Context: an optimization exercise on an open-source flow, tuned for small area. The choices shown serve that exercise and are no tape-out recipe. Where RTL was checked, it was by simulation tests only, not by an equivalence proof against the original. Power figures rest on the tool's default switching activity, not on a simulated workload.

## j1
module j1(
  input wire clk,
  input wire resetq,
  output wire io_rd,
  output wire io_wr,
  output wire [15:0] mem_addr,
  output wire mem_wr,
  output wire [15:0] dout,
  input  wire [15:0] mem_din,
  input  wire [15:0] io_din,
  output wire [12:0] code_addr,
  input  wire [15:0] insn);
For scale: ~98 I/O pins.
==> module j1, before the edit <==
module j1(
  input wire clk,
  input wire resetq,
  output wire io_rd,
  output wire io_wr,
  output wire [15:0] mem_addr,
  output wire mem_wr,
  output wire [15:0] dout,
  input  wire [15:0] mem_din,
  input  wire [15:0] io_din,
  output wire [12:0] code_addr,
  input  wire [15:0] insn);
  reg [4:0] dsp, rsp;
  reg [15:0] st0;
  reg [12:0] pc;
  reg reboot;
  wire [15:0] st1, rst0;
  wire is_lit  = insn[15];
  wire is_jmp  = (insn[15:13] == 3'b000);
  wire is_cjmp = (insn[15:13] == 3'b001);
  wire is_call = (insn[15:13] == 3'b010);
  wire is_alu  = (insn[15:13] == 3'b011);
  wire [3:0] op = insn[11:8];
  wire [2:0] fn = insn[6:4];
  wire [15:0] T = st0;
  wire [15:0] N = st1;
  wire sub = op[0] | op[3];
  wire [15:0] b = T ^ {16{sub}};
  wire [15:0] p = N ^ b;
  wire [16:0] c;
  assign c[0] = sub;
  assign c[16:1] = (N & b) | (c[15:0] & p);
  wire [15:0] add = p ^ c[15:0];
  wire ltu = ~c[16];
  wire lts = (N[15] ^ T[15]) ? N[15] : ltu;
  wire eq = &p;
  wire left = ~op[0];
  wire [15:0] nrev, srev;
  wire [15:0] shin = left ? nrev : N;
  wire [15:0] shr = T[4] ? 16'd0 : (shin >> T[3:0]);
  genvar i;
  generate
    for (i = 0; i < 16; i = i + 1) begin : g_rev
      assign nrev[i] = N[15 - i];
      assign srev[i] = shr[15 - i];
    end
  endgenerate
  reg [3:0] k;
  always @* begin
    if (is_lit)
      k = 4'b0000;
    else if (is_cjmp)
      k = 4'b1010;
    else if (!is_alu)
      k = 4'b1100;
    else case (op)
      4'd0: k = 4'b1100;
      4'd1: k = 4'b1010;
      4'd3: k = 4'b1000;
      4'd4: k = 4'b1110;
      4'd5: k = 4'b0110;
      4'd6: k = 4'b0011;
      default: k = 4'b0000;
    endcase
  end
  wire [15:0] lu;
  generate
    for (i = 0; i < 16; i = i + 1) begin : g_lu
      assign lu[i] = k[{T[i], N[i]}];
    end
  endgenerate
  wire sel_flag = is_alu & ((op == 4'd7) ? eq : (op == 4'd8) ? lts : (op == 4'd15) ? ltu : 1'b0);
  wire sel_add = is_alu & (op == 4'd2);
  wire sel_shr = is_alu & (op == 4'd9);
  wire sel_shl = is_alu & (op == 4'd10);
  wire sel_r   = is_alu & (op == 4'd11);
  wire sel_mem = is_alu & (op == 4'd12);
  wire sel_io  = is_alu & (op == 4'd13);
  wire sel_dep = is_alu & (op == 4'd14);
  wire [15:0] st0N = lu | {16{sel_flag}}
                   | ({16{sel_add}} & add)
                   | ({16{sel_shr}} & shr)
                   | ({16{sel_shl}} & srev)
                   | ({16{sel_r}}   & rst0)
                   | ({16{sel_mem}} & mem_din)
                   | ({16{sel_io}}  & io_din)
                   | ({16{sel_dep}} & {6'b0, rsp, dsp})
                   | ({16{is_lit}}  & {1'b0, insn[14:0]});
  wire dstkW = is_lit | (is_alu & (fn == 3'd1));
  reg [4:0] dspI;
  always @* begin
    if (is_lit)       dspI = 5'b00001;
    else if (is_cjmp) dspI = 5'b11111;
    else if (is_alu)  dspI = {{3{insn[1]}}, insn[1:0]};
    else              dspI = 5'b00000;
  end
  wire [4:0] dc = {(dsp[3:0] & dspI[3:0]) | (dc[3:0] & (dsp[3:0] ^ dspI[3:0])), 1'b0};
  wire [4:0] dspN = dsp ^ dspI ^ dc;
  wire rstkW = is_call | (is_alu & (fn == 3'd2));
  wire [4:0] rspI = is_call ? 5'b00001 : is_alu ? {{3{insn[3]}}, insn[3:2]} : 5'b00000;
  wire [4:0] rc = {(rsp[3:0] & rspI[3:0]) | (rc[3:0] & (rsp[3:0] ^ rspI[3:0])), 1'b0};
  wire [4:0] rspN = rsp ^ rspI ^ rc;
  wire [12:0] pcc = {pcc[11:0] & pc[11:0], 1'b1};
  wire [12:0] pc_plus_1 = pc ^ pcc;
  wire [15:0] rstkD = insn[13] ? st0 : {2'b00, pc_plus_1, 1'b0};
  stack dstack(.clk(clk), .ra(dsp[2:0]), .rd(st1), .we(dstkW), .wa(dspN[2:0]), .wd(st0));
  stack rstack(.clk(clk), .ra(rsp[2:0]), .rd(rst0), .we(rstkW), .wa(rspN[2:0]), .wd(rstkD));
  reg [12:0] pcN;
  always @* begin
    if (reboot)
      pcN = 13'd0;
    else if (is_jmp | is_call | (is_cjmp & ~|st0))
      pcN = insn[12:0];
    else if (is_alu & insn[7])
      pcN = rst0[13:1];
    else
      pcN = pc_plus_1;
  end
  assign code_addr = pcN;
  assign mem_addr = st0;
  assign dout = st1;
  assign mem_wr = !reboot & is_alu & (fn == 3'd3);
  assign io_wr  = !reboot & is_alu & (fn == 3'd4);
  assign io_rd  = !reboot & is_alu & (fn == 3'd5);
  always @(negedge resetq or posedge clk)
  begin
    if (!resetq) begin
      reboot <= 1'b1;
      { pc, dsp, st0, rsp } <= 0;
    end else begin
      reboot <= 0;
      { pc, dsp, st0, rsp } <= { pcN, dspN, st0N, rspN };
    end
  end
endmodule
export LEC_CHECK = 0
export CAP_MARGIN = 20
export CORE_MARGIN = 2
export CORE_UTILIZATION = 40
export SLEW_MARGIN = 20
create_clock -name core_clock -period 4.5 [get_ports {clk}]
run.sh (not shown) runs the stock make flow with config.mk's settings and CLKGATE_MAP_FILE= SYNTH_SCRIPT=/design/flow/synth_recipe.tcl, a recipe that flattens the netlist after the stock synthesis.
The first run completed and failed the layout checks on setup timing.
==> next run, changes <==
--- a/flow/design.v
+++ b/flow/design.v
@@ -34,25 +34,55 @@
   wire is_call = (insn[15:13] == 3'b010);
   wire is_alu  = (insn[15:13] == 3'b011);
   wire [3:0] op = insn[11:8];
   wire [2:0] fn = insn[6:4];
+  genvar i;
   wire [15:0] T = st0;
   wire [15:0] N = st1;
   wire sub = op[0] | op[3];
   wire [15:0] b = T ^ {16{sub}};
   wire [15:0] p = N ^ b;
-  wire [16:0] c;
-  assign c[0] = sub;
-  assign c[16:1] = (N & b) | (c[15:0] & p);
+  wire [15:0] g0 = {N[15:1] & b[15:1], (N[0] & b[0]) | (p[0] & sub)};
+  wire [15:0] g1, g2, g3, g4, p1, p2, p3, p4;
+  generate
+    for (i = 0; i < 16; i = i + 1) begin : g_pfx
+      if (i & 1) begin : l1
+        assign g1[i] = g0[i] | (p[i] & g0[i - 1]);
+        assign p1[i] = p[i] & p[i - 1];
+      end else begin : l1n
+        assign g1[i] = g0[i];
+        assign p1[i] = p[i];
+      end
+      if (i & 2) begin : l2
+        assign g2[i] = g1[i] | (p1[i] & g1[(i & ~1) - 1]);
+        assign p2[i] = p1[i] & p1[(i & ~1) - 1];
+      end else begin : l2n
+        assign g2[i] = g1[i];
+        assign p2[i] = p1[i];
+      end
+      if (i & 4) begin : l3
+        assign g3[i] = g2[i] | (p2[i] & g2[(i & ~3) - 1]);
+        assign p3[i] = p2[i] & p2[(i & ~3) - 1];
+      end else begin : l3n
+        assign g3[i] = g2[i];
+        assign p3[i] = p2[i];
+      end
+      if (i & 8) begin : l4
+        assign g4[i] = g3[i] | (p3[i] & g3[7]);
+      end else begin : l4n
+        assign g4[i] = g3[i];
+      end
+    end
+  endgenerate
+  wire [16:0] c = {g4, sub};
   wire [15:0] add = p ^ c[15:0];
   wire ltu = ~c[16];
   wire lts = (N[15] ^ T[15]) ? N[15] : ltu;
   wire eq = &p;
   wire left = ~op[0];
   wire [15:0] nrev, srev;
   wire [15:0] shin = left ? nrev : N;
   wire [15:0] shr = T[4] ? 16'd0 : (shin >> T[3:0]);
-  genvar i;
   generate
     for (i = 0; i < 16; i = i + 1) begin : g_rev
       assign nrev[i] = N[15 - i];
       assign srev[i] = shr[15 - i];
- The new run completed without violations
- register-to-register slack gains 3.8 ns
- final cell count came out higher by 12%
- hold slack loses 0.0076 ns
- wire length climbs by 8.0%
- global-route usage came out higher by 1.4 points
- first-iteration DRC count goes up by 41%
- total power rises by 5.1%
- non-clock buffer count is higher by 1
- core utilization is lower by 0.32 points
- clock power grows by about 5%
No functional check of the RTL was part of any run of this note.

---

Setup of ember:
The RTL this note starts from:
==> flow/design.v <==
module nor2m(input wire a, input wire b, output wire y);
  assign y = ~(a | b);
endmodule
module sel16(
  input wire en,
  input wire [2:0] a,
  output wire [15:0] y);
  wire [3:0] lo_n = ~({4{en}} & (4'd1 << a[1:0]));
  wire [1:0] hi_n = ~(2'd1 << a[2]);
  genvar k;
  generate
    for (k = 0; k < 16; k = k + 1) begin : g_k
      nor2m u(.a(lo_n[k % 4]), .b(hi_n[(k / 4) % 2]), .y(y[k]));
    end
  endgenerate
endmodule
module aoi222(
  input wire a1, input wire a2,
  input wire b1, input wire b2,
  input wire c1, input wire c2,
  output wire y);
  assign y = ~((a1 & a2) | (b1 & b2) | (c1 & c2));
endmodule
module aoi22(
  input wire a1, input wire a2,
  input wire b1, input wire b2,
  output wire y);
  assign y = ~((a1 & a2) | (b1 & b2));
endmodule
module stack_rd(
  input wire [127:0] d,
  input wire [7:0] sel_lo,
  input wire [7:0] sel_hi,
  output wire [15:0] q);
  genvar i;
  generate
    for (i = 0; i < 16; i = i + 1) begin : g_bit
      wire [7:0] sel = i < 8 ? sel_lo : sel_hi;
      wire y0, y1, y2;
      aoi222 u0(.a1(d[i]), .a2(sel[0]), .b1(d[16 + i]), .b2(sel[1]), .c1(d[32 + i]), .c2(sel[2]), .y(y0));
      aoi222 u1(.a1(d[48 + i]), .a2(sel[3]), .b1(d[64 + i]), .b2(sel[4]), .c1(d[80 + i]), .c2(sel[5]), .y(y1));
      aoi22 u2(.a1(d[96 + i]), .a2(sel[6]), .b1(d[112 + i]), .b2(sel[7]), .y(y2));
      assign q[i] = ~(y0 & y1 & y2);
    end
  endgenerate
endmodule
module mux4m(
  input wire [3:0] d,
  input wire s1, input wire s0,
  output wire y);
  assign y = s1 ? (s0 ? d[3] : d[2]) : (s0 ? d[1] : d[0]);
endmodule
module nand4m(input wire a, input wire b, input wire c, input wire d, output wire y);
  assign y = ~(a & b & c & d);
endmodule
module aoi221(
  input wire a1, input wire a2,
  input wire b1, input wire b2,
  input wire c,
  output wire y);
  assign y = ~((a1 & a2) | (b1 & b2) | c);
endmodule
module aoi21(
  input wire a1, input wire a2,
  input wire b,
  output wire y);
  assign y = ~((a1 & a2) | b);
endmodule
module j1(
  input wire clk,
  input wire resetq,
  output wire io_rd,
  output wire io_wr,
  output wire [15:0] mem_addr,
  output wire mem_wr,
  output wire [15:0] dout,
  input  wire [15:0] mem_din,
  input  wire [15:0] io_din,
  output wire [12:0] code_addr,
  input  wire [15:0] insn);
  reg [4:0] dsp, rsp;
  reg [15:0] st0;
  reg [12:0] pc;
  reg reboot;
  wire [15:0] st1, rst0;
  wire is_lit  = insn[15];
  wire is_jmp  = (insn[15:13] == 3'b000);
  wire is_cjmp = (insn[15:13] == 3'b001);
  wire is_call = (insn[15:13] == 3'b010);
  wire is_alu  = (insn[15:13] == 3'b011);
  wire [3:0] op = insn[11:8];
  wire [2:0] fn = insn[6:4];
  genvar i;
  wire [15:0] T = st0;
  wire [15:0] N = st1;
  wire sub = op[0] | op[3];
  wire [15:0] a = N ^ {16{sub}};
  wire [15:0] p = a ^ T;
  wire [15:0] g0 = a & T;
  wire [15:0] g1, g2, g3, g4, p1, p2, p3;
  generate
    for (i = 0; i < 16; i = i + 1) begin : g_pfx
      if (i & 1) begin : l1
        assign g1[i] = g0[i] | (p[i] & g0[i - 1]);
        assign p1[i] = p[i] & p[i - 1];
      end else begin : l1n
        assign g1[i] = g0[i];
        assign p1[i] = p[i];
      end
      if (i & 2) begin : l2
        assign g2[i] = g1[i] | (p1[i] & g1[(i & ~1) - 1]);
        assign p2[i] = p1[i] & p1[(i & ~1) - 1];
      end else begin : l2n
        assign g2[i] = g1[i];
        assign p2[i] = p1[i];
      end
      if (i & 4) begin : l3
        assign g3[i] = g2[i] | (p2[i] & g2[(i & ~3) - 1]);
        assign p3[i] = p2[i] & p2[(i & ~3) - 1];
      end else begin : l3n
        assign g3[i] = g2[i];
        assign p3[i] = p2[i];
      end
      if (i & 8) begin : l4
        assign g4[i] = g3[i] | (p3[i] & g3[7]);
      end else begin : l4n
        assign g4[i] = g3[i];
      end
    end
  endgenerate
  wire [15:0] add = p ^ {g4[14:0], 1'b0};
  wire ltu = g4[15];
  wire lts = (N[15] ^ T[15]) ? N[15] : ltu;
  wire eq = &p;
  wire left = ~op[0];
  wire [15:0] nrev, srev;
  wire [15:0] shin = left ? nrev : N;
  wire [15:0] s1 = T[3] ? {8'b0, shin[15:8]} : shin;
  wire [15:0] s2 = T[2] ? {4'b0, s1[15:4]} : s1;
  wire [15:0] s3 = T[1] ? {2'b0, s2[15:2]} : s2;
  wire [15:0] shr = T[0] ? {1'b0, s3[15:1]} : s3;
  generate
    for (i = 0; i < 16; i = i + 1) begin : g_rev
      assign nrev[i] = N[15 - i];
      assign srev[i] = shr[15 - i];
    end
  endgenerate
  reg [3:0] k;
  always @* begin
    if (is_lit)
      k = 4'b0000;
    else if (is_cjmp)
      k = 4'b1010;
    else if (!is_alu)
      k = 4'b1100;
    else case (op)
      4'd0: k = 4'b1100;
      4'd1: k = 4'b1010;
      4'd3: k = 4'b1000;
      4'd4: k = 4'b1110;
      4'd5: k = 4'b0110;
      4'd6: k = 4'b0011;
      default: k = 4'b0000;
    endcase
  end
  wire sel_flag = is_alu & ((op == 4'd7) ? eq : (op == 4'd8) ? lts : (op == 4'd15) ? ltu : 1'b0);
  wire sel_add = is_alu & (op == 4'd2);
  wire sel_shr = is_alu & (op == 4'd9) & ~T[4];
  wire sel_shl = is_alu & (op == 4'd10) & ~T[4];
  wire sel_r   = is_alu & (op == 4'd11);
  wire sel_mem = is_alu & (op == 4'd12);
  wire sel_io  = is_alu & (op == 4'd13);
  wire sel_dep = is_alu & (op == 4'd14);
  wire [3:0] kn = ~k;
  wire [15:0] st0N;
  generate
    for (i = 0; i < 16; i = i + 1) begin : g_out
      wire lun, y0, y1, y2;
      mux4m u_lu(.d(kn), .s1(T[i]), .s0(N[i]), .y(lun));
      aoi222 u_a(.a1(sel_add), .a2(add[i]), .b1(sel_shr), .b2(shr[i]), .c1(sel_shl), .c2(srev[i]), .y(y0));
      aoi222 u_b(.a1(sel_r), .a2(rst0[i]), .b1(sel_mem), .b2(mem_din[i]), .c1(sel_io), .c2(io_din[i]), .y(y1));
      if (i < 10) begin : g_dl
        aoi221 u_c(.a1(sel_dep), .a2(dep[i]), .b1(is_lit), .b2(insn[i]), .c(sel_flag), .y(y2));
      end else if (i < 15) begin : g_l
        aoi21 u_c(.a1(is_lit), .a2(insn[i]), .b(sel_flag), .y(y2));
      end else begin : g_n
        assign y2 = ~sel_flag;
      end
      nand4m u_o(.a(lun), .b(y0), .c(y1), .d(y2), .y(st0N[i]));
    end
  endgenerate
  wire [9:0] dep = {rsp, dsp};
  wire dstkW = is_lit | (is_alu & (fn == 3'd1));
  reg [4:0] dspI;
  always @* begin
    if (is_lit)       dspI = 5'b00001;
    else if (is_cjmp) dspI = 5'b11111;
    else if (is_alu)  dspI = {{3{insn[1]}}, insn[1:0]};
    else              dspI = 5'b00000;
  end
  wire [4:0] dc = {(dsp[3:0] & dspI[3:0]) | (dc[3:0] & (dsp[3:0] ^ dspI[3:0])), 1'b0};
  wire [4:0] dspN = dsp ^ dspI ^ dc;
  wire rstkW = is_call | (is_alu & (fn == 3'd2));
  wire [4:0] rspI = is_call ? 5'b00001 : is_alu ? {{3{insn[3]}}, insn[3:2]} : 5'b00000;
  wire [4:0] rc = {(rsp[3:0] & rspI[3:0]) | (rc[3:0] & (rsp[3:0] ^ rspI[3:0])), 1'b0};
  wire [4:0] rspN = rsp ^ rspI ^ rc;
  wire [12:0] pcc;
  generate
    assign pcc[0] = 1'b1;
    for (i = 1; i < 13; i = i + 1) begin : g_inc
      assign pcc[i] = &pc[i - 1:0];
    end
  endgenerate
  wire [12:0] pc_plus_1 = pc ^ pcc;
  wire [15:0] rstkD = insn[13] ? st0 : {2'b00, pc_plus_1, 1'b0};
  reg [15:0] dstk [0:7];
  reg [15:0] rstk [0:7];
  wire [15:0] dwe, rwe;
  wire [7:0] dsel = 8'd1 << dsp[2:0];
  wire [7:0] rsel = 8'd1 << rsp[2:0];
  sel16 u_dwe(.en(dstkW), .a(dspN[2:0]), .y(dwe));
  sel16 u_rwe(.en(rstkW), .a(rspN[2:0]), .y(rwe));
  generate
    for (i = 0; i < 8; i = i + 1) begin : g_st
      always @(posedge clk) begin
        if (dwe[i])
          dstk[i][7:0] <= st0[7:0];
        if (dwe[8 + i])
          dstk[i][15:8] <= st0[15:8];
        if (rwe[i])
          rstk[i][7:0] <= rstkD[7:0];
        if (rwe[8 + i])
          rstk[i][15:8] <= rstkD[15:8];
      end
    end
  endgenerate
  stack_rd dread(.d({dstk[7], dstk[6], dstk[5], dstk[4], dstk[3], dstk[2], dstk[1], dstk[0]}),
                 .sel_lo(dsel), .sel_hi(dsel), .q(st1));
  stack_rd rread(.d({rstk[7], rstk[6], rstk[5], rstk[4], rstk[3], rstk[2], rstk[1], rstk[0]}),
                 .sel_lo(rsel), .sel_hi(rsel), .q(rst0));
  wire take = is_jmp | is_call | (is_cjmp & ~|st0);
  wire ret = is_alu & insn[7];
  wire sel_jmp = ~reboot & take;
  wire sel_ret = ~reboot & ret;
  wire sel_inc = ~reboot & ~take & ~ret;
  wire [12:0] pcN;
  generate
    for (i = 0; i < 13; i = i + 1) begin : g_pc
      wire pcn_n;
      aoi222 u_pc(.a1(sel_jmp), .a2(insn[i]), .b1(sel_ret), .b2(rst0[i + 1]), .c1(sel_inc), .c2(pc_plus_1[i]), .y(pcn_n));
      assign pcN[i] = ~pcn_n;
    end
  endgenerate
  assign code_addr = pcN;
  assign mem_addr = st0;
  assign dout = st1;
  assign mem_wr = !reboot & is_alu & (fn == 3'd3);
  assign io_wr  = !reboot & is_alu & (fn == 3'd4);
  assign io_rd  = !reboot & is_alu & (fn == 3'd5);
  always @(negedge resetq or posedge clk)
  begin
    if (!resetq) begin
      reboot <= 1'b1;
      { pc, dsp, st0, rsp } <= 0;
    end else begin
      reboot <= 0;
      { pc, dsp, st0, rsp } <= { pcN, dspN, st0N, rspN };
    end
  end
endmodule
Settings: LEC_CHECK=0, CAP_MARGIN=20, CORE_MARGIN=2, CORE_UTILIZATION=40, SLEW_MARGIN=20, SYNTH_HIERARCHICAL=1; clock period 4.5 ns.
standard.sh (not shown) runs the stock make flow with config.mk's settings and CLKGATE_MAP_FILE= SYNTH_SCRIPT=/design/flow/synth_recipe.tcl, a recipe that flattens the netlist after the stock synthesis.
==> flow/flow/run.sh <==
#!/bin/bash
# The standard layout (standard.sh) with these changes:
# - synthesis is the standard one except that ABC maps the logic with the
#   area-oriented script flow/area.abc (registers are untouched by ABC);
# - the smallest buffer on each port;
# - timing-driven placement that does not keep its trial buffering;
# - a clock tree of clkbuf_16 leaf buffers without dummy loads.
set -euo pipefail
W=$PWD
sed 's|^source \$::env(SCRIPTS_DIR)/synth_preamble.tcl$|&\nset abc_args [list -script '"$W"'/flow/area.abc {*}[lrange $abc_args 2 end]]|' \
  "$FLOW_HOME/scripts/synth.tcl" > my_synth_body.tcl
grep -q "flow/area.abc" my_synth_body.tcl
sed 's|^source \$::env(SCRIPTS_DIR)/synth.tcl$|source '"$W"'/my_synth_body.tcl|' synth_recipe.tcl > my_synth.tcl
grep -q "my_synth_body.tcl" my_synth.tcl
sed 's|SYNTH_SCRIPT=[^ ]*|SYNTH_SCRIPT='"$W"'/my_synth.tcl|' standard.sh > my_standard.sh
grep -q "SYNTH_SCRIPT=$W/my_synth.tcl" my_standard.sh
export BUFFER_PORTS_ARGS="-buffer_cell sky130_fd_sc_hd__buf_1"
export GPL_KEEP_OVERFLOW=0
export CTS_ARGS="-sink_clustering_enable -repair_clock_nets -buf_list sky130_fd_sc_hd__clkbuf_8 -sink_clustering_size 14 -sink_clustering_max_diameter 80 -dont_use_dummy_load"
bash my_standard.sh > standard.log 2>&1
==> flow/flow/area.abc <==
strash
&get -n
&st
&syn2
&dch
&nf
&st
&syn2
&dch
&nf
&put
topo
dnsize -c
Inputs modified between ember and maple:
diff --git a/flow/design.v b/flow/design.v
--- a/flow/design.v
+++ b/flow/design.v
@@ -5,8 +5,20 @@
   input wire en,
   input wire [2:0] a,
   output wire [15:0] y);
   wire [3:0] lo_n = ~({4{en}} & (4'd1 << a[1:0]));
+  wire [1:0] hi_n = ~(2'd1 << a[2]);
+  genvar k;
+  generate
+    for (k = 0; k < 16; k = k + 1) begin : g_k
+      nor2m u(.a(lo_n[k % 4]), .b(hi_n[(k / 4) % 2]), .y(y[k]));
+    end
+  endgenerate
+endmodule
+module rsel16(
+  input wire [2:0] a,
+  output wire [15:0] y);
+  wire [3:0] lo_n = ~(4'd1 << a[1:0]);
   wire [1:0] hi_n = ~(2'd1 << a[2]);
   genvar k;
   generate
     for (k = 0; k < 16; k = k + 1) begin : g_k
@@ -214,13 +226,13 @@
   wire [12:0] pc_plus_1 = pc ^ pcc;
   wire [15:0] rstkD = insn[13] ? st0 : {2'b00, pc_plus_1, 1'b0};
   reg [15:0] dstk [0:7];
   reg [15:0] rstk [0:7];
-  wire [15:0] dwe, rwe;
-  wire [7:0] dsel = 8'd1 << dsp[2:0];
-  wire [7:0] rsel = 8'd1 << rsp[2:0];
+  wire [15:0] dwe, rwe, dsel, rsel;
   sel16 u_dwe(.en(dstkW), .a(dspN[2:0]), .y(dwe));
   sel16 u_rwe(.en(rstkW), .a(rspN[2:0]), .y(rwe));
+  rsel16 u_dsel(.a(dsp[2:0]), .y(dsel));
+  rsel16 u_rsel(.a(rsp[2:0]), .y(rsel));
   generate
     for (i = 0; i < 8; i = i + 1) begin : g_st
       always @(posedge clk) begin
         if (dwe[i])
@@ -234,11 +246,11 @@
       end
     end
   endgenerate
   stack_rd dread(.d({dstk[7], dstk[6], dstk[5], dstk[4], dstk[3], dstk[2], dstk[1], dstk[0]}),
-                 .sel_lo(dsel), .sel_hi(dsel), .q(st1));
+                 .sel_lo(dsel[7:0]), .sel_hi(dsel[15:8]), .q(st1));
   stack_rd rread(.d({rstk[7], rstk[6], rstk[5], rstk[4], rstk[3], rstk[2], rstk[1], rstk[0]}),
-                 .sel_lo(rsel), .sel_hi(rsel), .q(rst0));
+                 .sel_lo(rsel[7:0]), .sel_hi(rsel[15:8]), .q(rst0));
   wire take = is_jmp | is_call | (is_cjmp & ~|st0);
   wire ret = is_alu & insn[7];
   wire sel_jmp = ~reboot & take;
   wire sel_ret = ~reboot & ret;
Notes after the runs:
- Going from ember to maple, the count of buffers added by post-CTS timing repair for setup was found to have gone down by 4.
- As far as cts-stage hold buffer count goes, ember and maple are indistinguishable; the numbers are identical.
- Count of filler cells inserted in the layout grows slightly when moving from ember to maple.
- Status: area after synthesis parity (ember, maple)
- Any difference in cell-internal power between ember and maple is small enough to ignore.
- Share of power burned in the clock network, ember and maple, lower one = ember.
- The largest net degree at the start of global routing in maple was lower than what ember gave.
- Looking at total number of multi-input combinational cells, maple sits 5 higher than ember does.
- Post-synthesis share of cell area spent on xor and xnor gates ends up higher on ember.

[afterwards: timing with drivers on the ports]
In the flow no input, the clock included, has a driving cell. The finished layouts below were timed again as built, in two steps. Step 1, drivers: a clkbuf_16 drives clk and a buf_2 each remaining input, both assumed. Step 2, shift: input delay + t, output delay - t, t = (earliest + latest rising clock arrival at the registers) / 2. This alone moves slack from input paths to output paths. Slacks: no drivers / after step 1 / after step 2; pairs: no drivers / after step 1.
run	t, ns	slack for setup (ns)	latest minus earliest clock arrival (ns)
the first run of note 1	0.624	-3.441 / -3.441 / -3.834	0.031 / 0.032
the second run of note 1	0.565	0.102 / 0.054 / 0.130	0.017 / 0.018
ember	0.613	0.160 / 0.160 / -0.437	0.046 / 0.046
maple	0.612	0.149 / 0.101 / -0.425	0.076 / 0.076
Met with ideal ports but missed after step 2: setup timing in ember and maple. For ember, which loses most, drivers alone change the setup slack by 0.000 ns; drivers and shift together by -0.597 ns.
